Background: an optimization exercise with open tools, aiming at small area. Do not read the settings as production practice.
RTL that was checked went through simulation tests only; none was proved equivalent to the original.
The RTL of run 4 was laid out without a check of its function.
No driver is modelled on the clock port, so clocking that relies on it looks cheaper here than on a real chip.
No activity file was given, so power comes from the tool's default toggle rates.

## design.v

```verilog
`timescale 1ns / 1ps
module sevseg (
    input clk,
    input reset,
    input [3:0] digit,             
    output [1:0] digit_sel,        
    output [3:0] IO_SSEG_SEL,      
    output [6:0] IO_SSEG       
    );
    localparam [3:0] BLANK = 4'd12;    
    localparam [3:0] ALL_ON = 4'd15;   
    reg [2:0] phase;    
    reg [3:0] hold;     
    reg [3:0] st0, st2;
    reg [2:0] st1;
    reg [1:0] st3;
    reg [3:0] code;     
    wire [1:0] cur = phase[2:1];
    wire half = phase[0];
    assign digit_sel = cur + half;
    wire [1:0] prev = half ? cur : cur - 2'd1;
    wire blank = (code == BLANK);
    assign IO_SSEG_SEL = blank ? 4'b1111 : ~(4'b0001 << prev);
    reg [3:0] stored;
    always @(*) begin
        case (cur)
            2'd0: stored = st0;
            2'd1: stored = (st1 == 3'b111) ? ALL_ON : {1'b0, st1};
            2'd2: stored = st2;
            default: stored = (st3 == 2'b11) ? ALL_ON : {2'b00, st3};
        endcase
    end
    always @(posedge clk) begin
        if (reset) begin
            phase <= 0;
            hold <= 0;
            st0 <= 4'd8;
            st1 <= 3'b111;
            st2 <= 4'd8;
            st3 <= 2'b11;
            code <= BLANK;
        end else begin
            phase <= phase + 3'd1;
            if (half) begin
                code <= hold;
                hold <= digit;
            end else begin
                code <= stored;
                case (cur)
                    2'd0: st0 <= digit;
                    2'd1: st1 <= digit[2:0];
                    2'd2: st2 <= digit;
                    default: st3 <= digit[1:0];
                endcase
            end
        end
    end
    assign IO_SSEG[0] = (code == 4'd1) | (code == 4'd4) | (code == 4'd12);
    assign IO_SSEG[1] = (code == 4'd5) | (code == 4'd6) | (code == 4'd12);
    assign IO_SSEG[2] = (code == 4'd2) | (code == 4'd12);
    assign IO_SSEG[3] = (code == 4'd1) | (code == 4'd4) | (code == 4'd7) | (code == 4'd9) | (code == 4'd12);
    assign IO_SSEG[4] = (code == 4'd1) | (code == 4'd3) | (code == 4'd4) | (code == 4'd5) | (code == 4'd7) | (code == 4'd9) | (code == 4'd12);
    assign IO_SSEG[5] = (code == 4'd1) | (code == 4'd2) | (code == 4'd3) | (code == 4'd7) | (code == 4'd12);
    assign IO_SSEG[6] = (code == 4'd0) | (code == 4'd1) | (code == 4'd7) | (code == 4'd12);
endmodule
`timescale 1ns / 1ps
module Digital_Clock(
    input clk,  
    input reset,
    input IO_BTN_C,IO_BTN_U, IO_BTN_L, IO_BTN_R, IO_BTN_D,  
    input [0:0] IO_SWITCH, 
    output [6:0] IO_SSEG, output [3:0] IO_SSEG_SEL,  
    output [0:0] IO_LED,  
    output change_time,
    output alarm,
    output reg speaker,
    output led_reset
    );
    assign led_reset = 1;
    reg [3:0] counter;           
    reg [5:0] Seconds;           
    reg [5:0] Minutes;           
    reg [4:0] Hours;             
    reg [5:0] Minutes_alarm;
    reg [4:0] Hours_alarm;
    reg current_bit;
    reg set_ct, set_al;          
    reg c_prev;                  
    reg AMPM, AM_PM;
    assign IO_LED[0] = AM_PM;
    wire clock_mode = ~set_ct & ~set_al;
    assign change_time = c_prev ? set_al : set_ct;
    assign alarm = c_prev ? clock_mode : set_al;
    wire sec60   = Seconds[5] & Seconds[4] & Seconds[3] & Seconds[2];
    wire cnt11   = counter[3] & counter[1] & counter[0];
    wire cnt_ge2 = counter[3] | counter[2] | counter[1];
    wire wrap    = clock_mode ? cnt11 : cnt_ge2;
    wire step    = ~clock_mode & cnt_ge2;
    wire [10:0] t_next, a_next;
    hm_unit time_u(.m(Minutes), .h(Hours), .carry_in(sec60),
        .st(step & set_ct), .bit_h(current_bit), .up(IO_BTN_U), .down(IO_BTN_D), .o(t_next));
    hm_unit alarm_u(.m(Minutes_alarm), .h(Hours_alarm), .carry_in(1'b0),
        .st(step & set_al), .bit_h(current_bit), .up(IO_BTN_U), .down(IO_BTN_D), .o(a_next));
    wire [1:0] digit_sel;
    wire [5:0] s_m = set_al ? Minutes_alarm : Minutes;
    wire [4:0] s_h = set_al ? Hours_alarm : Hours;
    wire pm = (s_h >= 5'd12);
    reg [4:0] h_disp;
    always @(*) begin
        if (AMPM)                 h_disp = s_h;            
        else if (s_h == 5'd0)     h_disp = 5'd12;          
        else if (s_h > 5'd12)     h_disp = s_h - 5'd12;
        else                      h_disp = s_h;
    end
    wire [5:0] value = digit_sel[1] ? {1'b0, h_disp} : s_m;
    wire [2:0] tens = value / 10;
    wire [3:0] ones = value % 10;
    wire [3:0] digit = digit_sel[0] ? {1'b0, tens} : ones;
    sevseg display(.clk(clk), .reset(reset), .digit(digit),
        .digit_sel(digit_sel), .IO_SSEG_SEL(IO_SSEG_SEL), .IO_SSEG(IO_SSEG));
    always @(posedge clk) begin
        if (reset) begin
            counter <= 0;
            Seconds <= 0;
            Minutes <= 0;
            Hours <= 0;
            Minutes_alarm <= 1;
            Hours_alarm <= 0;
            current_bit <= 0;
            set_ct <= 1;
            set_al <= 0;
            c_prev <= 1;
            AMPM <= 0;
            AM_PM <= 0;
            speaker <= 0;
        end else begin
            counter <= wrap ? 4'd0 : counter + 4'd1;
            if (sec60)
                Seconds <= 0;
            else if (clock_mode & cnt11)
                Seconds <= Seconds + 1;
            else if (clock_mode & IO_BTN_C)
                Seconds <= 0;
            {Minutes, Hours} <= t_next;
            {Minutes_alarm, Hours_alarm} <= a_next;
            if (clock_mode & IO_BTN_C)
                current_bit <= 0;
            else if (step & (IO_BTN_L | IO_BTN_R))
                current_bit <= ~current_bit;
            if (IO_BTN_C) begin
                set_ct <= clock_mode;
                set_al <= set_ct;
            end
            c_prev <= IO_BTN_C;
            if (clock_mode)
                speaker <= ({Hours, Minutes} == {Hours_alarm, Minutes_alarm});
            AMPM <= IO_SWITCH[0];
            AM_PM <= ~AMPM & pm;
        end
    end
endmodule
module hm_unit(input [5:0] m, input [4:0] h, input carry_in, st, bit_h, up, down,
               output [10:0] o);
    wire m60 = m[5] & m[4] & m[3] & m[2];
    wire h24 = h[4] & h[3];
    wire m0  = ~|m;
    wire h0  = ~|h;
    wire h1  = (h == 5'd1);
    wire stm = st & ~bit_h;
    wire sth = st & bit_h;
    wire dn_any = down & ~(m0 & h0);
    wire dec_m = stm & dn_any;
    wire inc_m = carry_in | (stm & up & ~dn_any);
    wire dn_h  = down & ~h0;
    wire dec_h = dn_h & (sth | (stm & m0));
    wire inc_h = m60 | (sth & up & ~dn_h);
    reg [5:0] nm; reg [4:0] nh;
    always @(*) begin
        nm = m; nh = h;
        if (inc_m) nm = m + 6'd1;
        if (dec_m) nm = m0 ? 6'd59 : m - 6'd1;
        if (m60)   nm = 0;
        if (inc_h) nh = h + 5'd1;
        if (dec_h) nh = h1 ? 5'd12 : h - 5'd1;
        if (h24)   nh = 0;
    end
    assign o = {nm, nh};
endmodule
```

## flow/run.sh

```bash
#!/bin/bash
# Layout flow: the standard flow (standard.sh / ORFS) with
#  - synthesis: the standard flow's synthesis script with an area-oriented ABC mapping
#    script (flow/abc_map.script) and no adder-cell mapping;
#  - port buffers of the smallest buffer cell;
#  - clock tree of small clock buffers, without dummy loads.
# Each tool's output goes to its own log in this folder.
set -euo pipefail
HERE=$(pwd)
export FLOW_ABC_SCRIPT=$HERE/flow/abc_map.script
MK=(make -C "$FLOW_HOME" DESIGN_CONFIG="$FLOW_CONFIG" WORK_HOME="$HERE/orfs" CLKGATE_MAP_FILE=
    SYNTH_SCRIPT="$HERE/flow/synth.tcl" ADDER_MAP_FILE=
    "BUFFER_PORTS_ARGS=-buffer_cell sky130_fd_sc_hd__buf_1"
    "CTS_ARGS=-sink_clustering_enable -repair_clock_nets -dont_use_dummy_load -buf_list sky130_fd_sc_hd__clkbuf_16 -sink_clustering_size 70 -sink_clustering_max_diameter 500")
"${MK[@]}" synth > "$HERE/log_synth.log" 2>&1
"${MK[@]}" finish > "$HERE/log_finish.log" 2>&1
R=$HERE/orfs/results/$FLOW_PLATFORM/Digital_Clock/base
: # left out here: write the final layout as DEF
```

## flow/abc_map.script

```
strash; &get -n; &deepsyn -T 20; &put; dc2; dch -f; amap; topo; dnsize
```

## flow/synth.tcl

```tcl
# The standard synthesis (synth_recipe.tcl), with one change: the final
# technology mapping uses the ABC script in abc_map.script (area oriented).
proc synth {args} { yosys synth -nofsm -noshare {*}$args }
proc abc {args} {
  set i [lsearch -exact $args -script]
  if { $i >= 0 && ![string match *retime* [lindex $args [expr {$i + 1}]]] } {
    lset args [expr {$i + 1}] $::env(FLOW_ABC_SCRIPT)
  }
  yosys abc {*}$args
}
source $::env(SCRIPTS_DIR)/synth.tcl
# left out here: clear keep_hierarchy, flatten, clean up, hide names made inside functions, write 1_2_yosys.v
```

## standard.sh

```bash
#!/bin/bash
# synth_recipe.tcl (not shown) runs the flow's synth.tcl, then flattens the netlist and writes it again
# the make line also repeats each setting of config.mk as NAME=value (left out here)
make -C /OpenROAD-flow-scripts/flow DESIGN_CONFIG=/design/flow/config.mk WORK_HOME=/design/flow/orfs CLKGATE_MAP_FILE= SYNTH_SCRIPT=/design/flow/synth_recipe.tcl "${@:-finish}"
```

## config.mk

```make
export PLATFORM = sky130hd
export DESIGN_NAME = Digital_Clock
export DESIGN_NICKNAME = Digital_Clock
export VERILOG_FILES = /design/flow/design.v
export SDC_FILE = /design/flow/constraint.sdc
export NUM_CORES = 4
export LEC_CHECK = 0
export ABC_AREA = 1
export CAP_MARGIN = 20
export CORE_MARGIN = 2
export CORE_UTILIZATION = 65
export SLEW_MARGIN = 20
```

## constraint.sdc

```tcl
create_clock -name core_clock -period 10.0 [get_ports {clk}]
set_input_delay 2.0000 -clock core_clock [delete_from_list [all_inputs] [get_ports {clk}]]
set_output_delay 2.0000 -clock core_clock [all_outputs]
set_load 0.01 [all_outputs]
```

==> qor.yml, run 1 <==
crit_arrival_ns: 4.96
rows: 25
cts_sinks: 63
maxCapViolations: 0
cts_tree: "yes"
drt-met1-wl_um: 3790
crit_type: "register to register"
period_share_pct: 47.8
maxSlewHeadroom_pct: 54.0
power.total_uw: 674
hpwl_um: 6230
cp_max_fo: 14
ioPinCount: 24
ys_warn_count: 3
grt_pass1_wl_um: 13500
gp_congestion: 0.944
reg2reg_to: "display.hold[2]"
min-delay-path-class: "register to register"
syn_area_sq_mm: 0.00324
routedWlPerCell_um: 15.2
vias: 3477
ant_nets: 0
clockRootBuffer: "clkbuf_16"
die_h_um: 74.6
track_usage_pct: 32.0
port_buffers: 22
syn_inst: 459
grt_max_degree: 15
met3_wirelength_um: 854
area_delta_synth_final_pct: 12.1
rsz0062_at_grt: "false"
post_cts_buffers: 0
setup_tns_ns: 0
p_leak_uw: 0.00123
synth_top_flop_cell: "dfxtp_1"
ir_worst_vdd_v: 0.000141
synth_top_area_share_pct: 39.0
clk_latency_ns: 0.33
power.density_mw_per_mm2: 186
start_util_pct: 68.1
syn-num-nets: 467
via_per_inst: 6.24
final_cells: 557
cp_data_required_time_ns: 10.18
pwr-share-comb_pct: 20.7
synth.distinct_cells: 39
cellInternalPower_uw: 471
slew_violations: 0
fmax_mhz: 209
holdPathEnd: "counter[0]"
min_path_cells: 1
synthArstFlopShare_pct: 0
status: "no timing/DRC/antenna violations"
ys_ff_latch: 63
final_layout_size_suffix_gt1_share_pct: 2.04
synth-edff-count: 0
routed_wl_um: 8490
synth.area.top_cells: "dfxtp_1 (39%), nor2_1 (11%), clkinv_1 (7.8%)"
routed-wl-met2_um: 3620
antenna_found_initial: 0
numPlacedInstances: 548
critPathCaptureType: "register"
whs_ns: 0.438
p_switching_uw: 204
timing.final.hold_violations: 0
holdBufCountCts: 0
cts_buffer_depth: 2
p_clk_share_pct: 37.3
cts_buffers: 9
n_antenna_cell: 0
reg2regPathDepth: 18
drc: 0
period_needed_ns: 4.78
top_layer: "met4"
clock_skew_ns: 0.0135
grt_overflow_total: 0
h-tree-depth: 3
yosysTopAreaCell: "dfxtp_1"
nets: 500
fp.dieArea_sq_mm: 0.00556
die_w_um: 74.6
cts_resized: 0
clk_pin_slew_ns: 0.05
start_kind: "register"
core-area_sq_mm: 0.00475
setup_viol: 0
dr.pass1.iters: 7
avgSynthCellArea_sq_um: 7.05
reg2reg_from: "set_al"
finish.utilization_pct: 76.3
grt_pass1_vias: 3036
swShare_pct: 30.2
drtIter0Drc: 528
regToRegSetupSlack_ns: 5.22
tightest_slew_ns: 0.683
ys_seq_area_share_pct: 39.0
seq_power_share_pct: 42.0
min_from: "counter[0]"
==> how the worst max path moves through the flow <==
stage          cells after the start  slack [ns]              end        startpoint
6_report                          18        5.22  display.hold[2]            set_al
5_1_grt                           18        4.66  display.hold[2]            set_al
4_1_cts                           21        5.35  display.hold[2]  display.phase[0]
3_5_place_dp                      21        5.39  display.hold[2]  display.phase[0]
3_3_place_gp                      21        5.57   display.st0[2]  display.phase[0]
2_1_floorplan                     18        6.13  display.hold[3]            set_al
==> metal layers <==
metal  track usage (%)  up-vias
met5                 0        -
met1              43.7     1544
met3              7.18       24
met2              49.4      204
met4              13.1        0
li1                  -     1705
==> logic make-up (layout without fill, tap and decap cells) <==
kind of cell,after synthesis,count (layout),synth area share (%)
simple gates,182,182,24.3
xor+xnor,1,1,0.271
compound gates,144,144,28.3
buf+inv,68,99,8.00
flops,63,63,39.0
other cells,1,1,0.116
==> worst max-delay path, stage by stage, from the launching register on <==
cell      delay, ns
dfxtp_1        0.59
clkinv_1       0.43
o22ai_1        0.40
nor2b_1        0.23
o21ai_0        0.10
o21ai_0        0.10
nand2_1        0.08
a21oi_1        0.13
a31oi_1        0.08
nand2_1        0.21
clkinv_1       0.16
nor4_1         0.42
nor3_1         0.13
or3_1          0.34
o21ai_0        0.52
o21ai_0        0.24
nor2_1         0.14
o32a_1         0.23
o21ai_0        0.12
==> cells in the mapped netlist (2+ instances only) <==
master,instances
a211oi_1,14
a21oi_1,26
a221oi_1,4
a222oi_1,2
a22oi_1,4
a31oi_1,8
and2_0,3
and3_1,2
clkinv_1,67
dfxtp_1,63
nand2_1,34
nand3_1,8
nor2_1,94
nor2b_1,3
nor3_1,20
nor4_1,8
o2111ai_1,2
o21ai_0,37
o221ai_1,2
o22a_1,2
o22ai_1,27
o32a_1,2
o32ai_1,5
or2_0,4
or3_1,4
==> flip-flops by register name, summed over array words and instances, names as in the netlist, 2 cells and up <==
name / count
display.st1: 3
Minutes: 6
counter: 4
display.code: 4
Minutes_alarm: 6
display.st0: 4
Seconds: 6
display.hold: 4
display.st3: 2
display.phase: 3
Hours: 5
Hours_alarm: 5
display.st2: 4
==> stage by stage <==
step / setup slack [ns] / cell area, sq um
after floorplan: 6.13 / 3240
after global placement: 5.57 / 3400
after detailed placement: 5.39 / 3400
after CTS: 5.35 / 3630
after global routing: 4.66 / 3630
final: 5.22 / 3630
==> cell usage in the layout (no fill, tap or decap), types with 2 or more instances in the layout <==
master,n
o21ai_0,37
a22oi_1,4
clkinv_1,67
a221oi_1,4
o32ai_1,5
nand3_1,8
and3_1,2
dfxtp_1,63
nand2_1,34
or2_0,4
a21oi_1,26
o2111ai_1,2
o22ai_1,27
nor2_1,94
or3_1,4
a222oi_1,2
o221ai_1,2
nor4_1,8
and2_0,3
clkbuf_16,9
a211oi_1,14
o22a_1,2
o32a_1,2
nor3_1,20
buf_1,22
nor2b_1,3
a31oi_1,8
==> power by group through the flow <==
stage                     clock network, uW  registers [uW]  logic, uW
after floorplan                           0             284        102
after global placement                    0             287        133
after detailed placement                  0             287        135
after CTS                               251             282        136
after global routing                    259             285        157
final                                   252             283        140
==> final cells by class <==
class | count | area [sq um]
Clock buffer | 9 | 225
Tap cell | 67 | 83.8
Inverter | 67 | 251
Multi-Input combinational cell | 328 | 1720
Timing Repair Buffer | 23 | 90.1
Sequential cell | 63 | 1260
Fill cell | 373 | 1130
==> run 2, diff against run 1 <==
--- a/flow/run.sh
+++ b/flow/run.sh
@@ -11,7 +11,7 @@
 MK=(make -C "$FLOW_HOME" DESIGN_CONFIG="$FLOW_CONFIG" WORK_HOME="$HERE/orfs" CLKGATE_MAP_FILE=
     SYNTH_SCRIPT="$HERE/flow/synth.tcl" ADDER_MAP_FILE=
     "BUFFER_PORTS_ARGS=-buffer_cell sky130_fd_sc_hd__buf_1"
-    "CTS_ARGS=-sink_clustering_enable -repair_clock_nets -dont_use_dummy_load -buf_list sky130_fd_sc_hd__clkbuf_16 -sink_clustering_size 70 -sink_clustering_max_diameter 500")
+    "CTS_ARGS=-sink_clustering_enable -repair_clock_nets -dont_use_dummy_load -buf_list sky130_fd_sc_hd__clkbuf_8 -sink_clustering_size 17")
 "${MK[@]}" synth > "$HERE/log_synth.log" 2>&1
 "${MK[@]}" finish > "$HERE/log_finish.log" 2>&1
 R=$HERE/orfs/results/$FLOW_PLATFORM/Digital_Clock/base
==> run 2 against run 1 <==
Effect of this change:
- clock-buffer cell count unchanged
- global-route usage shrank 0.73 points
- worst setup slack improved by 0.0090 ns
- via count up 0.40%
- clock skew grew 0.0030 ns
- largest cell class unchanged
- sequential power about the same
- sequential share of layout area is 1.0 points higher
- maximum frequency grew 0.19%
- flip-flop and latch count did not move
==> qor.yml, run 2 <==
syn-num-nets: 467
core-area_sq_mm: 0.00475
final_layout_size_suffix_gt1_share_pct: 2.04
period_needed_ns: 4.77
fmax_mhz: 210
ioPinCount: 24
ant_nets: 0
crit_arrival_ns: 5.01
clk_latency_ns: 0.34
whs_ns: 0.442
post_cts_buffers: 0
grt_pass1_vias: 2979
synth.area.top_cells: "dfxtp_1 (39%), nor2_1 (11%), clkinv_1 (7.8%)"
yosysTopAreaCell: "dfxtp_1"
cp_max_fo: 7
synth-edff-count: 0
path_cells: "nor2_1 > a21oi_1 > clkinv_1 > nand2_1 > clkinv_1 > nor2_1 > clkinv_1 > a31oi_1 > nand2_1 > o22ai_1 > nand2_1 > clkinv_1 > a21oi_1 > a21oi_1 > nor3_1 > or3_1 > o21ai_0 > o21ai_0 > nor3_1 > nor3_1 > o32ai_1"
syn_area_sq_mm: 0.00324
fp.dieArea_sq_mm: 0.00556
n_antenna_cell: 0
layout_commonest_cell: "nor2_1"
cts_buffers: 9
synth_common_cells: "nor2_1 (94), clkinv_1 (67), dfxtp_1 (63)"
drc: 0
synthArstFlopShare_pct: 0
timing.final.hold_violations: 0
power.density_mw_per_mm2: 166
critPathCaptureType: "register"
hpwl_um: 6230
start_util_pct: 68.1
h-tree-depth: 3
min-delay-path-class: "register to register"
synth_xor_xnor_area_share_pct: 0.271
status: "no timing/DRC/antenna violations"
clk_pin_slew_ns: 0.07
die_h_um: 74.6
min_from: "counter[0]"
grt_max_degree: 15
maxCapViolations: 0
maxSlewHeadroom_pct: 53.5
drtIter0Drc: 499
via_per_inst: 6.27
dr.pass1.iters: 5
regToRegSetupSlack_ns: 5.23
finish.utilization_pct: 74.2
synth-compound-area-share_pct: 28.3
reg2reg_to: "display.hold[3]"
reg_top3: "Minutes: 6 flops, Minutes_alarm: 6 flops, Seconds: 6 flops"
rsz0062_at_grt: "false"
synth_top_flop_cell: "dfxtp_1"
cts_tree: "yes"
tightest_slew_ns: 0.693
holdBufCountCts: 0
port_buffers: 22
synthMuxAreaShare_pct: 0
yosys.area_share.simple_pct: 24.3
syn_inst: 459
cpMaxStageDelayCell: "o21ai_0"
nets: 500
vias: 3491
holdPathEnd: "counter[0]"
ys_ff_latch: 63
reg2regPathDepth: 21
rows: 25
avgSynthCellArea_sq_um: 7.05
start_kind: "register"
crit_type: "register to register"
gp_congestion: 0.944
grt_overflow_total: 0
setup_viol: 0
slew_violations: 0
ir_worst_vdd_v: 0.000123
track_usage_pct: 31.3
reg2reg_from: "display.phase[0]"
cts_buffer_depth: 2
grt_pass1_wl_um: 13200
synth_top_area_share_pct: 39.0
synth.distinct_cells: 39
area_delta_synth_final_pct: 8.97
place_area_sq_mm: 0.00340
clockRootBuffer: "clkbuf_8"
ys_warn_count: 3
setup_tns_ns: 0
crit_family: "compound AO/OA/AOI/OAI gates"
yosys.area_share.adder_pct: 0
die_w_um: 74.6
period_share_pct: 47.7
crit_buf_inv: 4
cts_sinks: 63
routed_wl_um: 8190
antenna_found_initial: 0
cp_data_required_time_ns: 10.24
layout_common_cells: "nor2_1 (94), clkinv_1 (67), dfxtp_1 (63)"
path_common_cell: "clkinv_1"
crit_path_max_incr_delay_ns: 0.53
final_area_sq_mm: 0.00353
synth_top_family_by_area: "compound AO/OA/AOI/OAI gates"
yosysMostFrequentCell: "nor2_1"
clock_skew_ns: 0.0165
cts_resized: 0
min_path_cells: 1
ys_seq_area_share_pct: 39.0
routedWlPerCell_um: 14.7
p_leak_uw: 0.00118
-- run 2: cell counts after synthesis --
No cell type changed its count.
-- run 2: final cells by class --
class | count | area [sq um]
Timing Repair Buffer | 23 | 90.1
Inverter | 67 | 251
Sequential cell | 63 | 1260
Multi-Input combinational cell | 328 | 1720
Fill cell | 382 | 1230
Clock buffer | 9 | 124
Tap cell | 67 | 83.8
-- run 2: how the worst max path moves through the flow --
stage / start / endpoint / depth (start not counted)
5_1_grt: set_al / display.hold[2] / 18
4_1_cts: display.phase[0] / display.hold[2] / 21
3_3_place_gp: display.phase[0] / display.st0[2] / 21
3_5_place_dp: display.phase[0] / display.hold[2] / 21
6_report: display.phase[0] / display.hold[3] / 21
2_1_floorplan: set_al / display.hold[3] / 18
-- run 2: cell families after synthesis --
logic type,after synthesis
buffers and inverters,68
other,1
and+or+nand+nor,182
xor gates and xnor gates,1
DFF,63
AOI/OAI and AO/OA,144
-- run 2: layer usage --
layer / global-route usage, % / vias up / share of wire, %
met4: 12.3 / 0 / 2.1
met2: 47.5 / 204 / 43
met5: 0 / - / 0
met1: 43.5 / 1570 / 45
met3: 7.05 / 19 / 10
li1: - / 1698 / -
-- run 2: power breakdown --
| part | internal, uW | total [uW] | leakage [uW] | switching [uW] |
|---|---|---|---|---|
| registers | 268 | 282 | 0.000513 | 14.8 |
| logic | 45.8 | 139 | 0.000604 | 93.1 |
| clock network | 79.8 | 163 | 0.0000647 | 83.3 |
-- run 2: through the flow --
stage | setup slack (ns) | cells | power [uW]
2_1_floorplan | 6.13 | 459 | 386
3_5_place_dp | 5.39 | 548 | 422
6_report | 5.23 | 557 | 585
3_3_place_gp | 5.57 | 548 | 420
4_1_cts | 5.35 | 557 | 580
5_1_grt | 4.66 | 557 | 612
==> run 3, diff against run 2 <==
--- a/flow/run.sh
+++ b/flow/run.sh
@@ -11,7 +11,9 @@
 MK=(make -C "$FLOW_HOME" DESIGN_CONFIG="$FLOW_CONFIG" WORK_HOME="$HERE/orfs" CLKGATE_MAP_FILE=
     SYNTH_SCRIPT="$HERE/flow/synth.tcl" ADDER_MAP_FILE=
     "BUFFER_PORTS_ARGS=-buffer_cell sky130_fd_sc_hd__buf_1"
-    "CTS_ARGS=-sink_clustering_enable -repair_clock_nets -dont_use_dummy_load -buf_list sky130_fd_sc_hd__clkbuf_8 -sink_clustering_size 17")
+    "CTS_ARGS=-sink_clustering_enable -repair_clock_nets -dont_use_dummy_load -buf_list sky130_fd_sc_hd__clkbuf_8"
+    PRE_CTS_TCL="$HERE/flow/pre_cts.tcl")
+export FLOW_CLOCK_BUFFER=sky130_fd_sc_hd__clkbuf_16
 "${MK[@]}" synth > "$HERE/log_synth.log" 2>&1
 "${MK[@]}" finish > "$HERE/log_finish.log" 2>&1
 R=$HERE/orfs/results/$FLOW_PLATFORM/Digital_Clock/base
==> flow/pre_cts.tcl (new file) <==
# Clock buffering for this small design: one clock buffer, placed at the
# centre of the flip-flops, drives every flip-flop's clock pin (the clock
# port drives only that buffer). TritonCTS then finds no flip-flop left on
# the port's net to build a tree for.
set block [ord::get_db_block]
set db [ord::get_db]
set master [$db findMaster $::env(FLOW_CLOCK_BUFFER)]
set clknet [$block findNet clk]
set newnet [odb::dbNet_create $block clknet_root]
$newnet setSigType CLOCK
set inst [odb::dbInst_create $block $master clkbuf_root]
set sx 0; set sy 0; set n 0
foreach iterm [$clknet getITerms] {
  set sink [$iterm getInst]
  set loc [$sink getLocation]
  set sx [expr {$sx + [lindex $loc 0]}]
  set sy [expr {$sy + [lindex $loc 1]}]
  incr n
  $iterm disconnect
  $iterm connect $newnet
}
puts "clock buffer $::env(FLOW_CLOCK_BUFFER) drives $n clock pins"
[$inst findITerm A] connect $clknet
[$inst findITerm X] connect $newnet
$inst setLocation [expr {$sx / $n}] [expr {$sy / $n}]
$inst setPlacementStatus PLACED
global_connect
detailed_placement
==> run 3 against run 2 <==
Effect of this change:
- routed wire length up 0.15%
- register-to-register slack about the same
- maximum frequency down 0.21%
- sequential power about the same
- critical path depth unchanged
- total power up 2.9%
- cell count up 0.18%
- via count down 0.23%
- critical endpoint is now display.hold[2]
- largest power group unchanged
- highest routed layer unchanged
==> qor.yml, run 3 <==
status: "no timing/DRC/antenna violations"
period_needed_ns: 4.78
syn_inst: 459
multi_input_area_sq_mm: 0.00172
track_usage_pct: 31.2
ff_latch_area_sq_mm: 0.00126
synth.distinct_cells: 39
avgSynthCellArea_sq_um: 7.05
layout_common_cells: "nor2_1 (94), clkinv_1 (67), dfxtp_1 (63)"
cts_sinks: 63
cp_max_fo: 7
period_share_pct: 47.8
drc: 0
holdBufCountCts: 0
synthMuxAreaShare_pct: 0
ys_warn_count: 3
layout_commonest_cell: "nor2_1"
setup.worst_path.start: "display.phase[0]"
syn_area_sq_mm: 0.00324
synth_xor_xnor_area_share_pct: 0.271
p_leak_uw: 0.00119
core-area_sq_mm: 0.00475
reg_top3: "Minutes: 6 flops, Minutes_alarm: 6 flops, Seconds: 6 flops"
swShare_pct: 31.8
hpwl_um: 6230
seq_power_share_pct: 47.0
die_w_um: 74.6
drtIter0Drc: 547
p_switching_uw: 191
fmax_mhz: 209
grt_pass1_vias: 3000
start_kind: "register"
min_from: "counter[0]"
antenna_found_initial: 0
synth-edff-count: 0
slew_violations: 0
n_antenna_cell: 0
cts_buffers: 9
yosys.area_share.simple_pct: 24.3
yosys.area_share.adder_pct: 0
fp.dieArea_sq_mm: 0.00556
via_per_inst: 6.24
ioPinCount: 24
cellInternalPower_uw: 410
rsz0062_at_grt: "false"
port_buffers: 22
synth.area.top_cells: "dfxtp_1 (39%), nor2_1 (11%), clkinv_1 (7.8%)"
min-delay-path-class: "register to register"
power.density_mw_per_mm2: 169
gp_congestion: 0.944
ant_nets: 0
maxCapViolations: 0
grt_max_degree: 15
dr.pass1.iters: 6
cts_resized: 0
die_h_um: 74.6
post_cts_buffers: 0
synth_common_cells: "nor2_1 (94), clkinv_1 (67), dfxtp_1 (63)"
crit_arrival_ns: 5.08
setup_viol: 0
pwr-share-comb_pct: 23.0
nFillCells: 381
synthArstFlopShare_pct: 0
power.total_uw: 602
synth_top_family_by_area: "compound AO/OA/AOI/OAI gates"
grt_pass1_wl_um: 13300
final_layout_size_suffix_gt1_share_pct: 2.24
rows: 25
routedWlPerCell_um: 14.7
ys_seq_area_share_pct: 39.0
ir_worst_vdd_v: 0.000122
ys_ff_latch: 63
p_clk_share_pct: 30.0
setup_tns_ns: 0
timing.final.hold_violations: 0
area_delta_synth_final_pct: 9.74
cts_tree: "yes"
synth_top_area_share_pct: 39.0
vias: 3483
clk_latency_ns: 0.45
yosysMostFrequentCell: "nor2_1"
synth-compound-area-share_pct: 28.3
cp_data_required_time_ns: 10.31
finish.utilization_pct: 74.7
start_util_pct: 68.1
yosysTopAreaCell: "dfxtp_1"
synth_top_flop_cell: "dfxtp_1"
crit_type: "register to register"
grt_overflow_total: 0
reg2reg_from: "display.phase[0]"
clock_skew_ns: 0.0222
routed_wl_um: 8210
tightest_slew_ns: 0.679
maxSlewHeadroom_pct: 54.4
nets: 501
clk_pin_slew_ns: 0.07
critPathCaptureType: "register"
syn-num-nets: 467
-- run 3: cell types whose count changed in the layout (fill, tap and decap cells not counted), sizes merged --
cell    previous run  this run
clkbuf             9        10
-- run 3: final cells by class, without the clock buffers --
cell class | instances | share of cell area [%]
timing repair buffer | 23 | 2.54
tap | 67 | 2.36
buffer | 1 | 0.705
sequential | 63 | 35.5
inverter | 67 | 7.08
multi-input combinational | 328 | 48.3
-- run 3: path summary, 6_finish.rpt --
check,endpoint,slack [ns],depth (start not counted)
min reg2reg,counter[0],0.44,1
max reg2reg,display.hold[2],5.22,21
max,display.hold[2],5.22,21
min,counter[0],0.44,1
-- run 3: power by group through the flow --
stage / logic [uW] / registers [uW] / clock network (uW)
3_3_place_gp: 133 / 287 / 0
5_1_grt: 156 / 284 / 192
3_5_place_dp: 135 / 287 / 0
4_1_cts: 136 / 282 / 182
2_1_floorplan: 102 / 284 / 0
6_report: 139 / 282 / 180
-- run 3: metal layers --
metal	share of wire [%]	wire, um	up-vias	track usage [%]
li1	-	-	1712	-
met1	43	3540	1534	43.8
met2	43	3510	215	48.1
met3	12	972	22	7.45
met4	2.1	176	0	8.93
met5	0	0	-	0
-- run 3: through the flow --
stage                     hold slack, ns  area, sq um  cells  setup slack [ns]
after global placement             0.428         3400    548              5.57
after global routing               0.474         3550    558              4.65
final                              0.441         3550    558              5.22
after CTS                          0.443         3550    558              5.35
after detailed placement           0.434         3400    548              5.39
after floorplan                    0.413         3240    459              6.13
-- run 3: cell families (layout without fill, tap and decap cells) --
group	Yosys count	after routing
buf+inv	68	100
simple gates	182	182
other cells	1	1
flops	63	63
compound gates	144	144
xor+xnor	1	1
-- run 3: worst max-delay path, stage by stage (launching register included) --
cell and delay, ns:
dfxtp_1 0.39, nor2_1 0.07, a21oi_1 0.32, clkinv_1 0.25
nand2_1 0.15, clkinv_1 0.08, nor2_1 0.37, clkinv_1 0.23
a31oi_1 0.23, nand2_1 0.08, o22ai_1 0.24, nand2_1 0.22
clkinv_1 0.13, a21oi_1 0.07, a21oi_1 0.12, nor3_1 0.08
or3_1 0.34, o21ai_0 0.54, o21ai_0 0.25, nor2_1 0.14
o32a_1 0.23, o21ai_0 0.12
==> run 4, diff against run 3 <==
--- a/design.v
+++ b/design.v
@@ -81,8 +81,8 @@
     reg [5:0] Seconds;           
     reg [5:0] Minutes;           
     reg [4:0] Hours;             
-    reg [5:0] Minutes_alarm;
-    reg [4:0] Hours_alarm;
+    reg [5:0] Minutes_other;     
+    reg [4:0] Hours_other;
     reg current_bit;
     reg set_ct, set_al;          
     reg c_prev;                  
@@ -96,14 +96,17 @@
     wire cnt_ge2 = counter[3] | counter[2] | counter[1];
     wire wrap    = clock_mode ? cnt11 : cnt_ge2;
     wire step    = ~clock_mode & cnt_ge2;
-    wire [10:0] t_next, a_next;
-    hm_unit time_u(.m(Minutes), .h(Hours), .carry_in(sec60),
-        .st(step & set_ct), .bit_h(current_bit), .up(IO_BTN_U), .down(IO_BTN_D), .o(t_next));
-    hm_unit alarm_u(.m(Minutes_alarm), .h(Hours_alarm), .carry_in(1'b0),
-        .st(step & set_al), .bit_h(current_bit), .up(IO_BTN_U), .down(IO_BTN_D), .o(a_next));
+    wire [10:0] s_next;
+    hm_unit shown_u(.m(Minutes), .h(Hours), .carry_in(sec60),
+        .st(step), .bit_h(current_bit), .up(IO_BTN_U), .down(IO_BTN_D), .o(s_next));
+    wire o_m60 = Minutes_other[5] & Minutes_other[4] & Minutes_other[3] & Minutes_other[2];
+    wire o_h24 = Hours_other[4] & Hours_other[3];
+    wire [5:0] o_m_next = o_m60 ? 6'd0 : Minutes_other;
+    wire [4:0] o_h_next = o_h24 ? 5'd0 : o_m60 ? Hours_other + 5'd1 : Hours_other;
+    wire swap = IO_BTN_C & ~clock_mode;    
     wire [1:0] digit_sel;
-    wire [5:0] s_m = set_al ? Minutes_alarm : Minutes;
-    wire [4:0] s_h = set_al ? Hours_alarm : Hours;
+    wire [5:0] s_m = Minutes;
+    wire [4:0] s_h = Hours;
     wire pm = (s_h >= 5'd12);
     reg [4:0] h_disp;
     always @(*) begin
@@ -124,8 +127,8 @@
             Seconds <= 0;
             Minutes <= 0;
             Hours <= 0;
-            Minutes_alarm <= 1;
-            Hours_alarm <= 0;
+            Minutes_other <= 1;
+            Hours_other <= 0;
             current_bit <= 0;
             set_ct <= 1;
             set_al <= 0;
@@ -141,8 +144,13 @@
                 Seconds <= Seconds + 1;
             else if (clock_mode & IO_BTN_C)
                 Seconds <= 0;
-            {Minutes, Hours} <= t_next;
-            {Minutes_alarm, Hours_alarm} <= a_next;
+            if (swap) begin
+                {Minutes, Hours} <= {o_m_next, o_h_next};
+                {Minutes_other, Hours_other} <= s_next;
+            end else begin
+                {Minutes, Hours} <= s_next;
+                {Minutes_other, Hours_other} <= {o_m_next, o_h_next};
+            end
             if (clock_mode & IO_BTN_C)
                 current_bit <= 0;
             else if (step & (IO_BTN_L | IO_BTN_R))
@@ -153,7 +161,7 @@
             end
             c_prev <= IO_BTN_C;
             if (clock_mode)
-                speaker <= ({Hours, Minutes} == {Hours_alarm, Minutes_alarm});
+                speaker <= ({Hours, Minutes} == {Hours_other, Minutes_other});
             AMPM <= IO_SWITCH[0];
             AM_PM <= ~AMPM & pm;
         end
--- a/flow/run.sh
+++ b/flow/run.sh
@@ -11,9 +11,9 @@
 MK=(make -C "$FLOW_HOME" DESIGN_CONFIG="$FLOW_CONFIG" WORK_HOME="$HERE/orfs" CLKGATE_MAP_FILE=
     SYNTH_SCRIPT="$HERE/flow/synth.tcl" ADDER_MAP_FILE=
     "BUFFER_PORTS_ARGS=-buffer_cell sky130_fd_sc_hd__buf_1"
-    "CTS_ARGS=-sink_clustering_enable -repair_clock_nets -dont_use_dummy_load -buf_list sky130_fd_sc_hd__clkbuf_8"
+    "CTS_ARGS=-clk_nets clk -sink_clustering_enable -dont_use_dummy_load -buf_list sky130_fd_sc_hd__clkbuf_8"
     PRE_CTS_TCL="$HERE/flow/pre_cts.tcl")
-export FLOW_CLOCK_BUFFER=sky130_fd_sc_hd__clkbuf_16
+export FLOW_CLOCK_BUFFER=sky130_fd_sc_hd__clkbuf_8
 "${MK[@]}" synth > "$HERE/log_synth.log" 2>&1
 "${MK[@]}" finish > "$HERE/log_finish.log" 2>&1
 R=$HERE/orfs/results/$FLOW_PLATFORM/Digital_Clock/base
==> flow/pre_cts.tcl (replaced) <==
# Clock buffering for this small design: the flip-flops are split into four
# groups by position (halves by x, then each half by y); one clock buffer,
# placed at the centre of its group, drives each group's clock pins. The
# clock port drives only these four buffers. TritonCTS is then run on the
# port's net only (CTS_ARGS -clk_nets clk), where it finds nothing to do.
set block [ord::get_db_block]
set db [ord::get_db]
set master [$db findMaster $::env(FLOW_CLOCK_BUFFER)]
set clknet [$block findNet clk]
set sinks {}
foreach iterm [$clknet getITerms] {
  set loc [[$iterm getInst] getLocation]
  lappend sinks [list $iterm [lindex $loc 0] [lindex $loc 1]]
}
proc halves { items idx } {
  set s [lsort -integer -index $idx $items]
  set h [expr {[llength $s] / 2}]
  return [list [lrange $s 0 [expr {$h - 1}]] [lrange $s $h end]]
}
set groups {}
foreach half [halves $sinks 1] {
  foreach q [halves $half 2] { lappend groups $q }
}
set g 0
foreach grp $groups {
  set net [odb::dbNet_create $block clknet_g$g]
  $net setSigType CLOCK
  set inst [odb::dbInst_create $block $master clkbuf_g$g]
  set sx 0; set sy 0
  foreach s $grp {
    set iterm [lindex $s 0]
    $iterm disconnect
    $iterm connect $net
    set sx [expr {$sx + [lindex $s 1]}]
    set sy [expr {$sy + [lindex $s 2]}]
  }
  set n [llength $grp]
  [$inst findITerm A] connect $clknet
  [$inst findITerm X] connect $net
  $inst setLocation [expr {$sx / $n}] [expr {$sy / $n}]
  $inst setPlacementStatus PLACED
  puts "clock buffer clkbuf_g$g ($::env(FLOW_CLOCK_BUFFER)) drives $n clock pins"
  incr g
}
global_connect
detailed_placement
==> run 4 against run 3 <==
Effect of this change:
- still clean on timing, DRC and antenna
- sequential share of layout area is 2.4 points higher
- cell count is 8.6% lower
- area after synthesis shrank 4.6%
==> qor.yml, run 4 <==
port_buffers: 22
via_per_inst: 6.22
multi_input_area_sq_mm: 0.00155
hpwl_um: 5560
grt_max_degree: 17
start_util_pct: 66.2
cts_resized: 0
clk_pin_slew_ns: 0.10
period_share_pct: 47.0
whs_ns: 0.449
maxSlewHeadroom_pct: 53.3
crit_family: "buffers and inverters"
fin_ws_ns: 5.30
synth.distinct_cells: 36
n_antenna_cell: 0
path_common_cell: "clkinv_1"
period_needed_ns: 4.70
dp_slack_ns: 5.44
grt_pass1_vias: 2689
timing.final.hold_violations: 0
routedWlPerCell_um: 14.5
ys_warn_count: 3
p_leak_uw: 0.00113
avgSynthCellArea_sq_um: 7.21
crit_buf_inv: 4
cp_max_fo: 8
gp_congestion: 0.930
cpMaxStageDelayCell: "o22ai_1"
status: "no timing/DRC/antenna violations"
grt_overflow_total: 0
core-area_sq_mm: 0.00466
synth_common_cells: "nor2_1 (75), clkinv_1 (71), dfxtp_1 (63)"
vias: 3174
slew_violations: 0
synth.area.top_cells: "dfxtp_1 (41%), o22ai_1 (9.7%), nor2_1 (9.1%)"
syn_area_sq_mm: 0.00309
setup_viol: 0
ant_nets: 0
yosysTopAreaCell: "dfxtp_1"
synth_top_area_share_pct: 40.9
nFillCells: 397
drtIter0Drc: 263
synth-edff-count: 0
crit_path_max_incr_delay_ns: 0.50
setup_tns_ns: 0
crit_type: "register to output port"
fmax_mhz: 213
cp_data_required_time_ns: 8.00
maxCapViolations: 0
drc: 0
syn-num-nets: 436
synthArstFlopShare_pct: 0
tightest_slew_ns: 0.693
rows: 25
routed_wl_um: 7390
dr.pass1.iters: 5
crit_arrival_ns: 2.70
track_usage_pct: 28.6
nets: 466
layout_common_cells: "nor2_1 (75), clkinv_1 (71), dfxtp_1 (63)"
syn_inst: 428
ir_worst_vdd_v: 0.000127
layout_commonest_cell: "nor2_1"
antenna_found_initial: 0
critPathCaptureType: "output port"
holdBufCountCts: 0
grt_pass1_wl_um: 12100
clk_latency_ns: 0.42
final_layout_size_suffix_gt1_share_pct: 1.54
fp.dieArea_sq_mm: 0.00531
cts_tree: "yes"
reg_top3: "Minutes: 6 flops, Minutes_other: 6 flops, Seconds: 6 flops"
rsz0062_at_grt: "false"
ys_seq_area_share_pct: 40.9
area_delta_synth_final_pct: 7.75
cts_buffers: 3
synth_top_flop_cell: "dfxtp_1"
power.total_uw: 560
clock_skew_ns: 0.0160
die_w_um: 72.9
ioPinCount: 24
yosysMostFrequentCell: "nor2_1"
power.density_mw_per_mm2: 168
post_cts_buffers: 0
ys_ff_latch: 63
min-delay-path-class: "register to register"
path_cells: "clkinv_1 > nor2_1 > clkinv_1 > o22ai_1 > clkinv_1 > or3_1 > buf_1"
die_h_um: 72.9
ff_latch_area_sq_mm: 0.00126
start_kind: "register"
[run 4: cell count changes after synthesis, sizes merged, moves of 7 or more]
| cell | before | now |
|---|---|---|
| a211oi | 14 | 3 |
| a21oi | 26 | 17 |
| nor2 | 94 | 75 |
| nor3 | 20 | 10 |
| o21ai | 37 | 30 |
| o22ai | 27 | 48 |
[run 4: area by class of cell, without the clock buffers]
| class | instances | share of cell area (%) |
|---|---|---|
| Multi-Input combinational cell | 293 | 46.6 |
| Sequential cell | 63 | 37.9 |
| Inverter | 71 | 8.02 |
| Timing Repair Buffer | 22 | 2.48 |
| Tap cell | 54 | 2.03 |
| Buffer | 4 | 1.66 |
[run 4: power by group]
group,switching (uW),leakage (uW),internal [uW]
Clock,79.2,0.0000503,63.1
Sequential,14.7,0.000514,268
Combinational,89.4,0.000565,45.3
[run 4: path summary, 6_finish.rpt]
path	start	to	slack, ns	cells past startpoint
setup / recovery	display.phase[2]	IO_SSEG_SEL[3]	5.30	7
hold / removal	counter[0]	counter[0]	0.45	1
setup reg to reg	display.phase[2]	display.st0[2]	6.07	16
hold reg to reg	counter[0]	counter[0]	0.45	1
[run 4: cells by family (layout without fill, tap and decap cells)]
family	after synthesis	count (layout)	synth area share, %
and+or+nand+nor	154	154	21.5
buffers and inverters	72	100	8.88
AOI/OAI and AO/OA	138	138	28.7
other	1	1	0.122
DFF	63	63	40.9
[run 4: metal layers]
| metal | vias up | routed length, um | GRT usage [%] |
|---|---|---|---|
| li1 | 1579 | - | - |
| met1 | 1435 | 3360 | 40.4 |
| met2 | 145 | 3350 | 45.9 |
| met3 | 15 | 551 | 3.31 |
| met4 | 0 | 131 | 9.05 |
| met5 | - | 0 | 0 |
[run 4: through the flow]
stage               util, %  area [sq um]  cells
CTS                    71.3          3320    510
global placement       69.3          3230    503
finish                 71.3          3320    510
floorplan                 -          3090    428
detailed placement     69.3          3230    503
global route           71.3          3320    510
==> run 5, diff against run 4 <==
--- a/design.v
+++ b/design.v
@@ -91,7 +91,7 @@
     wire clock_mode = ~set_ct & ~set_al;
     assign change_time = c_prev ? set_al : set_ct;
     assign alarm = c_prev ? clock_mode : set_al;
-    wire sec60   = Seconds[5] & Seconds[4] & Seconds[3] & Seconds[2];
+    wire sec60   = Seconds[5] & ~Seconds[4] & ~Seconds[2] & ~Seconds[1] & ~Seconds[0];
     wire cnt11   = counter[3] & counter[1] & counter[0];
     wire cnt_ge2 = counter[3] | counter[2] | counter[1];
     wire wrap    = clock_mode ? cnt11 : cnt_ge2;
@@ -141,7 +141,7 @@
             if (sec60)
                 Seconds <= 0;
             else if (clock_mode & cnt11)
-                Seconds <= Seconds + 1;
+                Seconds <= {Seconds[4:0], ~(Seconds[5] ^ Seconds[4])};
             else if (clock_mode & IO_BTN_C)
                 Seconds <= 0;
             if (swap) begin
--- a/flow/run.sh
+++ b/flow/run.sh
@@ -3,7 +3,8 @@
 #  - synthesis: the standard flow's synthesis script with an area-oriented ABC mapping
 #    script (flow/abc_map.script) and no adder-cell mapping;
 #  - port buffers of the smallest buffer cell;
-#  - clock tree of small clock buffers, without dummy loads.
+#  - clock buffering by flow/pre_cts.tcl (four clock buffers, each driving a
+#    quarter of the flip-flops) instead of TritonCTS's tree.
 # Each tool's output goes to its own log in this folder.
 set -euo pipefail
 HERE=$(pwd)
==> run 5 against run 4 <==
Effect of this change:
- first-iteration DRC count decreased by 3.8%
- utilization is 2.4 points higher
- global-route usage rose by 2.3 points
- critical path depth rose by 7
- synthesized cell count is 5.4% lower
- design area fell by 2.8%
- die area decreased by 2.8%
- critical path type is now register to register
- highest routed layer unchanged
- flip-flop and latch count is the same
- largest power group unchanged
- sequential share of layout area grew 1.1 points
- hold slack lost 0.0030 ns
- register-to-register slack worse by 0.46 ns
- total power fell by 8.9%
==> qor.yml, run 5 <==
drc: 0
synthMuxAreaShare_pct: 0
synthArstFlopShare_pct: 0
synth.distinct_cells: 37
timing.final.hold_violations: 0
routed_wl_um: 7450
clk_pin_slew_ns: 0.09
synth-compound-area-share_pct: 29.4
path_cells: "clkinv_1 > o22ai_1 > nor2_1 > nor2_1 > clkinv_1 > o32ai_1 > clkinv_1 > o21ai_0 > nor2_1 > a21oi_1 > a32oi_1 > a22oi_1 > clkinv_1 > a32o_1"
crit_family: "compound AO/OA/AOI/OAI gates"
core-area_sq_mm: 0.00438
rsz0062_at_grt: "false"
clk_latency_ns: 0.41
start_kind: "register"
holdBufCountCts: 0
start_util_pct: 68.3
reg_top3: "Minutes: 6 flops, Minutes_other: 6 flops, Seconds: 6 flops"
power.total_uw: 510
ys_warn_count: 3
synth.area.top_cells: "dfxtp_1 (42%), o22ai_1 (10%), nor2_1 (8.5%)"
post_cts_buffers: 0
setup_tns_ns: 0
p_switching_uw: 151
syn_inst: 405
p_leak_uw: 0.00107
tightest_slew_ns: 0.792
ys_ff_latch: 63
port_buffers: 22
via_per_inst: 6.36
yosysTopAreaCell: "dfxtp_1"
track_usage_pct: 30.9
yosysMostFrequentCell: "nor2_1"
grt_overflow_total: 0
yosys.area_share.simple_pct: 20.0
cts_resized: 0
synth_top_area_share_pct: 42.1
crit_arrival_ns: 4.69
min-delay-path-class: "register to register"
power.density_mw_per_mm2: 158
status: "no timing/DRC/antenna violations"
antenna_found_initial: 0
die_w_um: 71.9
synth_xor_xnor_area_share_pct: 0
area_delta_synth_final_pct: 7.89
dp_slack_ns: 5.85
cp_data_required_time_ns: 10.31
ir_worst_vdd_v: 0.000162
synth-edff-count: 0
synth_top_family_by_area: "compound AO/OA/AOI/OAI gates"
regToRegSetupSlack_ns: 5.61
nets: 443
grt_max_degree: 17
fmax_mhz: 228
maxSlewHeadroom_pct: 47.0
synth_common_cells: "nor2_1 (68), clkinv_1 (65), dfxtp_1 (63)"
synth_top_flop_cell: "dfxtp_1"
fin_ws_ns: 5.61
path_depth: 14
crit_buf_inv: 4
drtIter0Drc: 253
ys_seq_area_share_pct: 42.1
period_needed_ns: 4.39
syn-num-nets: 413
pwr-share-comb_pct: 18.9
fp.dieArea_sq_mm: 0.00517
ant_nets: 0
gp_congestion: 1.02
cellInternalPower_uw: 358
final_layout_size_suffix_gt1_share_pct: 1.62
die_h_um: 71.9
yosys.area_share.adder_pct: 0
grt_pass1_wl_um: 12700
cts_buffers: 3
reg2regPathDepth: 14
avgSynthCellArea_sq_um: 7.40
rows: 24
crit_path_max_incr_delay_ns: 0.63
clock_skew_ns: 0.0152
slew_violations: 0
p_clk_share_pct: 27.4
syn_area_sq_mm: 0.00300
vias: 3086
seq_power_share_pct: 53.7
dr.pass1.iters: 5
numPlacedInstances: 478
hpwl_um: 5680
routedWlPerCell_um: 15.4
cts_tree: "yes"
cpMaxStageDelayCell: "o21ai_0"
swShare_pct: 29.7
cp_max_fo: 7
n_antenna_cell: 0
final_cells: 485
path_common_cell: "clkinv_1"
setup_viol: 0
critPathCaptureType: "register"
ioPinCount: 24
maxCapViolations: 0
layout_commonest_cell: "nor2_1"
crit_type: "register to register"
layout_common_cells: "nor2_1 (68), clkinv_1 (65), dfxtp_1 (63)"
min_path_cells: 1
period_share_pct: 43.9
grt_pass1_vias: 2794
-- run 5: cell types whose count changed in the layout (fill, tap and decap cells not counted), moves of 3 or more --
cell / change
nor2_1: -7
a31oi_1: -6
clkinv_1: -6
o21a_1: +6
nand2_1: -5
a211oi_1: -3
a21oi_1: +3
o32ai_1: +3
-- run 5: stage by stage --
step / hold WS [ns] / cell area [sq um] / utilization [%]
after global placement: 0.430 / 3140 / 71.5
final: 0.446 / 3230 / 73.7
after floorplan: 0.413 / 3000 / -
after CTS: 0.446 / 3230 / 73.7
after global routing: 0.477 / 3230 / 73.7
after detailed placement: 0.433 / 3140 / 71.5
-- run 5: per-layer routing --
| metal | up-vias | global-route usage, % | part of all wire [%] |
|---|---|---|---|
| li1 | 1509 | - | - |
| met1 | 1366 | 44.4 | 44 |
| met2 | 177 | 46.3 | 42 |
| met3 | 34 | 6.47 | 11 |
| met4 | 0 | 10.5 | 2.9 |
| met5 | - | 0 | 0 |
-- run 5: final timing paths --
path / from / end
hold reg to reg: counter[0] / counter[0]
hold / removal: counter[0] / counter[0]
setup reg to reg: display.phase[1] / display.hold[3]
setup / recovery: display.phase[1] / display.hold[3]
-- run 5: final cells by class, without the clock buffers --
type                    instances  area (sq um)
inverters                      65           244
well taps                      52          65.1
plain buffers                   4          55.1
repair buffers                 22          82.6
multi-input cells             276          1480
fillers                       357          1150
flip-flops and latches         63          1260
-- run 5: power groups by stage --
stage / sequential [uW] / combinational, uW / clock [uW]
CTS: 273 / 94.1 / 142
floorplan: 277 / 68.4 / 0
global placement: 279 / 92.7 / 0
global route: 275 / 108 / 150
finish: 274 / 96.2 / 140
detailed placement: 279 / 93.7 / 0
-- run 5: logic make-up (layout without fill, tap and decap cells) --
kind of cell,after synthesis,in the layout
compound gates,137,137
other cells,1,1
flops,63,63
buf+inv,66,94
simple gates,138,138
==> run 6, diff against run 5 <==
--- a/flow/run.sh
+++ b/flow/run.sh
@@ -14,7 +14,7 @@
     "BUFFER_PORTS_ARGS=-buffer_cell sky130_fd_sc_hd__buf_1"
     "CTS_ARGS=-clk_nets clk -sink_clustering_enable -dont_use_dummy_load -buf_list sky130_fd_sc_hd__clkbuf_8"
     PRE_CTS_TCL="$HERE/flow/pre_cts.tcl")
-export FLOW_CLOCK_BUFFER=sky130_fd_sc_hd__clkbuf_8
+export FLOW_CLOCK_BUFFER=sky130_fd_sc_hd__clkbuf_4
 "${MK[@]}" synth > "$HERE/log_synth.log" 2>&1
 "${MK[@]}" finish > "$HERE/log_finish.log" 2>&1
 R=$HERE/orfs/results/$FLOW_PLATFORM/Digital_Clock/base
--- a/config.mk
+++ b/config.mk
@@ -8,5 +8,5 @@
 export ABC_AREA = 1
 export CAP_MARGIN = 20
 export CORE_MARGIN = 2
-export CORE_UTILIZATION = 65
+export CORE_UTILIZATION = 85
 export SLEW_MARGIN = 20
==> run 6 against run 5 <==
Effect of this change:
- the flow now stops in global placement without I/O (3_1_place_gp_skip_io)
- synthesized cell count stayed put
- area after synthesis did not move
==> qor.yml, run 6 <==
status: "did not finish"
lastStage: "global placement without I/O (3_1_place_gp_skip_io)"
firstError: "[ERROR GPL-0301] Utilization 104.487 % exceeds 100%."
syn-num-nets: 413
synth_top_flop_cell: "dfxtp_1"
synth.distinct_cells: 37
avgSynthCellArea_sq_um: 7.40
yosysMostFrequentCell: "nor2_1"
synth_top_family_by_area: "compound AO/OA/AOI/OAI gates"
synth_xor_xnor_area_share_pct: 0
ys_warn_count: 3
synth-edff-count: 0
yosys.area_share.adder_pct: 0
synth_common_cells: "nor2_1 (68), clkinv_1 (65), dfxtp_1 (63)"
ys_seq_area_share_pct: 42.1
syn_area_sq_mm: 0.00300
synthArstFlopShare_pct: 0
synthMuxAreaShare_pct: 0
yosys.area_share.simple_pct: 20.0
die_w_um: 63.4
synth.area.top_cells: "dfxtp_1 (42%), o22ai_1 (10%), nor2_1 (8.5%)"
start_util_pct: 89.1
synth-compound-area-share_pct: 29.4
synth_top_area_share_pct: 42.1
rows: 21
yosysTopAreaCell: "dfxtp_1"
syn_inst: 405
ys_ff_latch: 63
die_h_um: 63.4
run 6: cell counts after synthesis:
Identical to the previous run, type by type.
run 6: cell families after synthesis:
family	count (synthesis)
DFF	63
buffers and inverters	66
and+or+nand+nor	138
AOI/OAI and AO/OA	137
other	1
==> run 7, diff against run 6 <==
--- a/flow/run.sh
+++ b/flow/run.sh
@@ -3,8 +3,9 @@
 #  - synthesis: the standard flow's synthesis script with an area-oriented ABC mapping
 #    script (flow/abc_map.script) and no adder-cell mapping;
 #  - port buffers of the smallest buffer cell;
-#  - clock buffering by flow/pre_cts.tcl (four clock buffers, each driving a
-#    quarter of the flip-flops) instead of TritonCTS's tree.
+#  - clock buffering by flow/pre_cts.tcl (a root clock buffer driving four
+#    clock buffers, each driving a quarter of the flip-flops) instead of
+#    TritonCTS's tree.
 # Each tool's output goes to its own log in this folder.
 set -euo pipefail
 HERE=$(pwd)
@@ -14,7 +15,8 @@
     "BUFFER_PORTS_ARGS=-buffer_cell sky130_fd_sc_hd__buf_1"
     "CTS_ARGS=-clk_nets clk -sink_clustering_enable -dont_use_dummy_load -buf_list sky130_fd_sc_hd__clkbuf_8"
     PRE_CTS_TCL="$HERE/flow/pre_cts.tcl")
-export FLOW_CLOCK_BUFFER=sky130_fd_sc_hd__clkbuf_4
+export FLOW_CLOCK_BUFFER=sky130_fd_sc_hd__clkbuf_8
+export FLOW_CLOCK_ROOT_BUFFER=sky130_fd_sc_hd__clkbuf_2
 "${MK[@]}" synth > "$HERE/log_synth.log" 2>&1
 "${MK[@]}" finish > "$HERE/log_finish.log" 2>&1
 R=$HERE/orfs/results/$FLOW_PLATFORM/Digital_Clock/base
==> flow/abc_map.script (replaced) <==
strash; &get -n; &deepsyn -T 20; &put; dc2; dch -f; amap -F 20 -A 20 -C 5000; topo; dnsize
--- a/flow/pre_cts.tcl
+++ b/flow/pre_cts.tcl
@@ -1,8 +1,10 @@
 # Clock buffering for this small design: the flip-flops are split into four
 # groups by position (halves by x, then each half by y); one clock buffer,
-# placed at the centre of its group, drives each group's clock pins. The
-# clock port drives only these four buffers. TritonCTS is then run on the
-# port's net only (CTS_ARGS -clk_nets clk), where it finds nothing to do.
+# placed at the centre of its group, drives each group's clock pins. A root
+# clock buffer at the centre of all flip-flops drives the four, and the
+# clock port drives only the root buffer. TritonCTS is then run on the
+# port's net only (CTS_ARGS -clk_nets clk), which has a single sink, so it
+# adds nothing.
 set block [ord::get_db_block]
 set db [ord::get_db]
 set master [$db findMaster $::env(FLOW_CLOCK_BUFFER)]
@@ -17,6 +19,15 @@
   set h [expr {[llength $s] / 2}]
   return [list [lrange $s 0 [expr {$h - 1}]] [lrange $s $h end]]
 }
+set rootnet [odb::dbNet_create $block clknet_root]
+$rootnet setSigType CLOCK
+set root [odb::dbInst_create $block [$db findMaster $::env(FLOW_CLOCK_ROOT_BUFFER)] clkbuf_root]
+[$root findITerm A] connect $clknet
+[$root findITerm X] connect $rootnet
+set rx 0; set ry 0
+foreach s $sinks { set rx [expr {$rx + [lindex $s 1]}]; set ry [expr {$ry + [lindex $s 2]}] }
+$root setLocation [expr {$rx / [llength $sinks]}] [expr {$ry / [llength $sinks]}]
+$root setPlacementStatus PLACED
 set groups {}
 foreach half [halves $sinks 1] {
   foreach q [halves $half 2] { lappend groups $q }
@@ -35,7 +46,7 @@
     set sy [expr {$sy + [lindex $s 2]}]
   }
   set n [llength $grp]
-  [$inst findITerm A] connect $clknet
+  [$inst findITerm A] connect $rootnet
   [$inst findITerm X] connect $net
   $inst setLocation [expr {$sx / $n}] [expr {$sy / $n}]
   $inst setPlacementStatus PLACED
--- a/config.mk
+++ b/config.mk
@@ -8,5 +8,5 @@
 export ABC_AREA = 1
 export CAP_MARGIN = 20
 export CORE_MARGIN = 2
-export CORE_UTILIZATION = 85
+export CORE_UTILIZATION = 65
 export SLEW_MARGIN = 20
==> run 7 against run 6 <==
Effect of this change:
- synthesized cell count down 3.5%
- now clean on timing, DRC and antenna
- area after synthesis up 0.13%
==> qor.yml, run 7 <==
ys_ff_latch: 63
ys_warn_count: 3
tightest_slew_ns: 0.768
power.density_mw_per_mm2: 150
synth_common_cells: "clkinv_1 (64), dfxtp_1 (63), nor2_1 (54)"
clock_skew_ns: 0.0146
start_util_pct: 67.9
ir_worst_vdd_v: 0.000115
start_kind: "register"
yosysMostFrequentCell: "clkinv_1"
cp_max_fo: 7
reg_top3: "Minutes: 6 flops, Minutes_other: 6 flops, Seconds: 6 flops"
multi_input_area_sq_mm: 0.00149
synth-edff-count: 0
cpMaxStageDelayCell: "o31ai_1"
avgSynthCellArea_sq_um: 7.67
die_h_um: 71.9
holdBufCountCts: 0
maxSlewHeadroom_pct: 48.8
grt_max_degree: 17
critPathCaptureType: "register"
dp_slack_ns: 5.95
path_common_cell: "nor2_1"
synth_top_area_share_pct: 42.1
yosysTopAreaCell: "dfxtp_1"
routedWlPerCell_um: 15.7
area_delta_synth_final_pct: 6.68
min-delay-path-class: "register to register"
nets: 427
crit_buf_inv: 2
setup_viol: 0
final_layout_size_suffix_gt1_share_pct: 1.20
rows: 24
slew_violations: 0
period_needed_ns: 4.09
layout_common_cells: "clkinv_1 (64), dfxtp_1 (63), nor2_1 (54)"
period_share_pct: 40.9
timing.final.hold_violations: 0
crit_type: "register to register"
vias: 3009
fin_ws_ns: 5.91
fmax_mhz: 245
syn_area_sq_mm: 0.00300
crit_arrival_ns: 4.46
power.total_uw: 479
track_usage_pct: 29.1
grt_overflow_total: 0
routed_wl_um: 7360
layout_commonest_cell: "clkinv_1"
grt_pass1_wl_um: 12400
synth.distinct_cells: 38
dr.pass1.iters: 5
ff_latch_area_sq_mm: 0.00126
grt_pass1_vias: 2619
synth.area.top_cells: "dfxtp_1 (42%), o22ai_1 (11%), clkinv_1 (8.0%)"
synth_top_flop_cell: "dfxtp_1"
core-area_sq_mm: 0.00441
gp_congestion: 0.982
place_area_sq_mm: 0.00314
die_w_um: 71.9
antenna_found_initial: 0
nFillCells: 351
clk_pin_slew_ns: 0.10
setup_tns_ns: 0
crit_path_max_incr_delay_ns: 0.45
drc: 0
crit_family: "compound AO/OA/AOI/OAI gates"
rsz0062_at_grt: "false"
syn_inst: 391
finish.utilization_pct: 72.5
maxCapViolations: 0
syn-num-nets: 399
n_antenna_cell: 0
via_per_inst: 6.42
cp_data_required_time_ns: 10.37
drtIter0Drc: 315
port_buffers: 22
cts_resized: 0
final_area_sq_mm: 0.00320
status: "no timing/DRC/antenna violations"
fp.dieArea_sq_mm: 0.00517
ys_seq_area_share_pct: 42.1
ioPinCount: 24
p_leak_uw: 0.00102
post_cts_buffers: 0
path_cells: "clkinv_1 > o22ai_1 > nor2_1 > nor2_1 > clkinv_1 > o32ai_1 > nor2_1 > nor2_1 > nor3_1 > o22ai_1 > o21ai_0 > or2_0 > a21oi_1 > o21ai_0 > o31ai_1 > o32a_1"
clk_latency_ns: 0.43
hpwl_um: 5560
ant_nets: 0
synthArstFlopShare_pct: 0
==> run 7: changes by cell type after synthesis, moves of 2 or more <==
cell      delta
nor2_1      -14
o21ai_0      -2
o21a_1       +2
o22ai_1      +4
a222oi_1     +2
nor4_1       +2
nand2b_1     +2
nand2_1     -16
o31ai_1      +2
a31oi_1      +5
a221oi_1     +3
a31o_1       +2
o221ai_1     -2
==> run 7: worst reg2reg max path: cells and delay by family, from the launching register on <==
| kind | cells | cell delay [ns] |
|---|---|---|
| DFF | 1 | 0.42 |
| AOI/OAI and AO/OA | 8 | 2.11 |
| and+or+nand+nor | 6 | 1.12 |
| buffers and inverters | 2 | 0.41 |
==> run 7: cell type report <==
| class | count | area share (%) |
|---|---|---|
| repair buffers | 22 | 2.58 |
| well taps | 52 | 2.03 |
| plain buffers | 5 | 1.88 |
| multi-input cells | 263 | 46.6 |
| inverters | 64 | 7.51 |
| flip-flops and latches | 63 | 39.4 |
==> run 7: logic make-up (layout without fill, tap and decap cells) <==
family	count (synthesis)	after routing	synth area share, %
AO/OA/AOI/OAI	150	150	32.6
buffers and inverters	65	91	8.26
flip-flops	63	63	42.1
other	1	1	0.125
AND/OR/NAND/NOR	112	112	16.9
==> run 7: worst paths after layout <==
path	cells after the start	start	slack, ns	end
setup / recovery	16	display.phase[1]	5.91	display.st2[3]
hold / removal	2	display.hold[2]	0.46	display.code[2]
setup reg to reg	16	display.phase[1]	5.91	display.st2[3]
hold reg to reg	2	display.hold[2]	0.46	display.code[2]
==> run 7: metal layers <==
metal / GRT usage [%] / wire, um
met1: 46.6 / 3510
met5: 0 / 0
met2: 44.2 / 3150
met4: 3.77 / 77
met3: 2.22 / 630
==> run 7: stage by stage <==
stage | hold WS [ns] | std cells
final | 0.457 | 469
after global routing | 0.475 | 469
after CTS | 0.443 | 469
after detailed placement | 0.438 | 464
after global placement | 0.441 | 464
after floorplan | 0.414 | 391
==> run 7: where the power goes <==
group / switching (uW) / leakage, uW / internal [uW]
Combinational: 61.9 / 0.000478 / 31.7
Clock: 73.1 / 0.0000329 / 38.4
Sequential: 10.5 / 0.000513 / 263

## what the ideal ports hide
How much do the figures lean on ideal ports? The routed layouts below were timed once more, with nothing changed but the port constraints.
Step 1 (the two cells are an assumption about what drives the block):
set clk [get_ports {clk}]
set_driving_cell -lib_cell sky130_fd_sc_hd__clkbuf_16 $clk
set_driving_cell -lib_cell sky130_fd_sc_hd__buf_2 [delete_from_list [all_inputs] $clk]
Step 2 also shifts input and output timing later by t, the mid clock arrival at the registers, as if the neighbouring blocks saw the same clock.
Slacks: ideal ports / drivers / drivers and shift; pairs: ideal ports / drivers.
run | t (ns) | setup WS [ns] | latest minus earliest clock arrival (ns) | slew at the worst register clock pin (ns) | worst data-port slew with drivers (ns)
run 1 | 0.352 | 5.224 / 5.224 / 5.224 | 0.014 / 0.014 | 0.05 / 0.05 | 0.04
run 2 | 0.362 | 5.233 / 5.233 / 5.233 | 0.017 / 0.016 | 0.07 / 0.07 | 0.04
run 3 | 0.469 | 5.223 / 5.223 / 5.223 | 0.022 / 0.022 | 0.07 / 0.07 | 0.04
run 4 | 0.432 | 5.299 / 5.276 / 5.229 | 0.017 / 0.016 | 0.10 / 0.10 | 0.03
run 5 | 0.436 | 5.615 / 5.615 / 5.615 | 0.015 / 0.015 | 0.10 / 0.10 | 0.03
run 7 | 0.444 | 5.913 / 5.913 / 5.796 | 0.015 / 0.015 | 0.10 / 0.10 | 0.03
After both steps setup and hold are still met in every run listed. For run 7, which loses most, drivers alone change the setup slack by 0.000 ns; drivers and shift together by -0.117 ns.
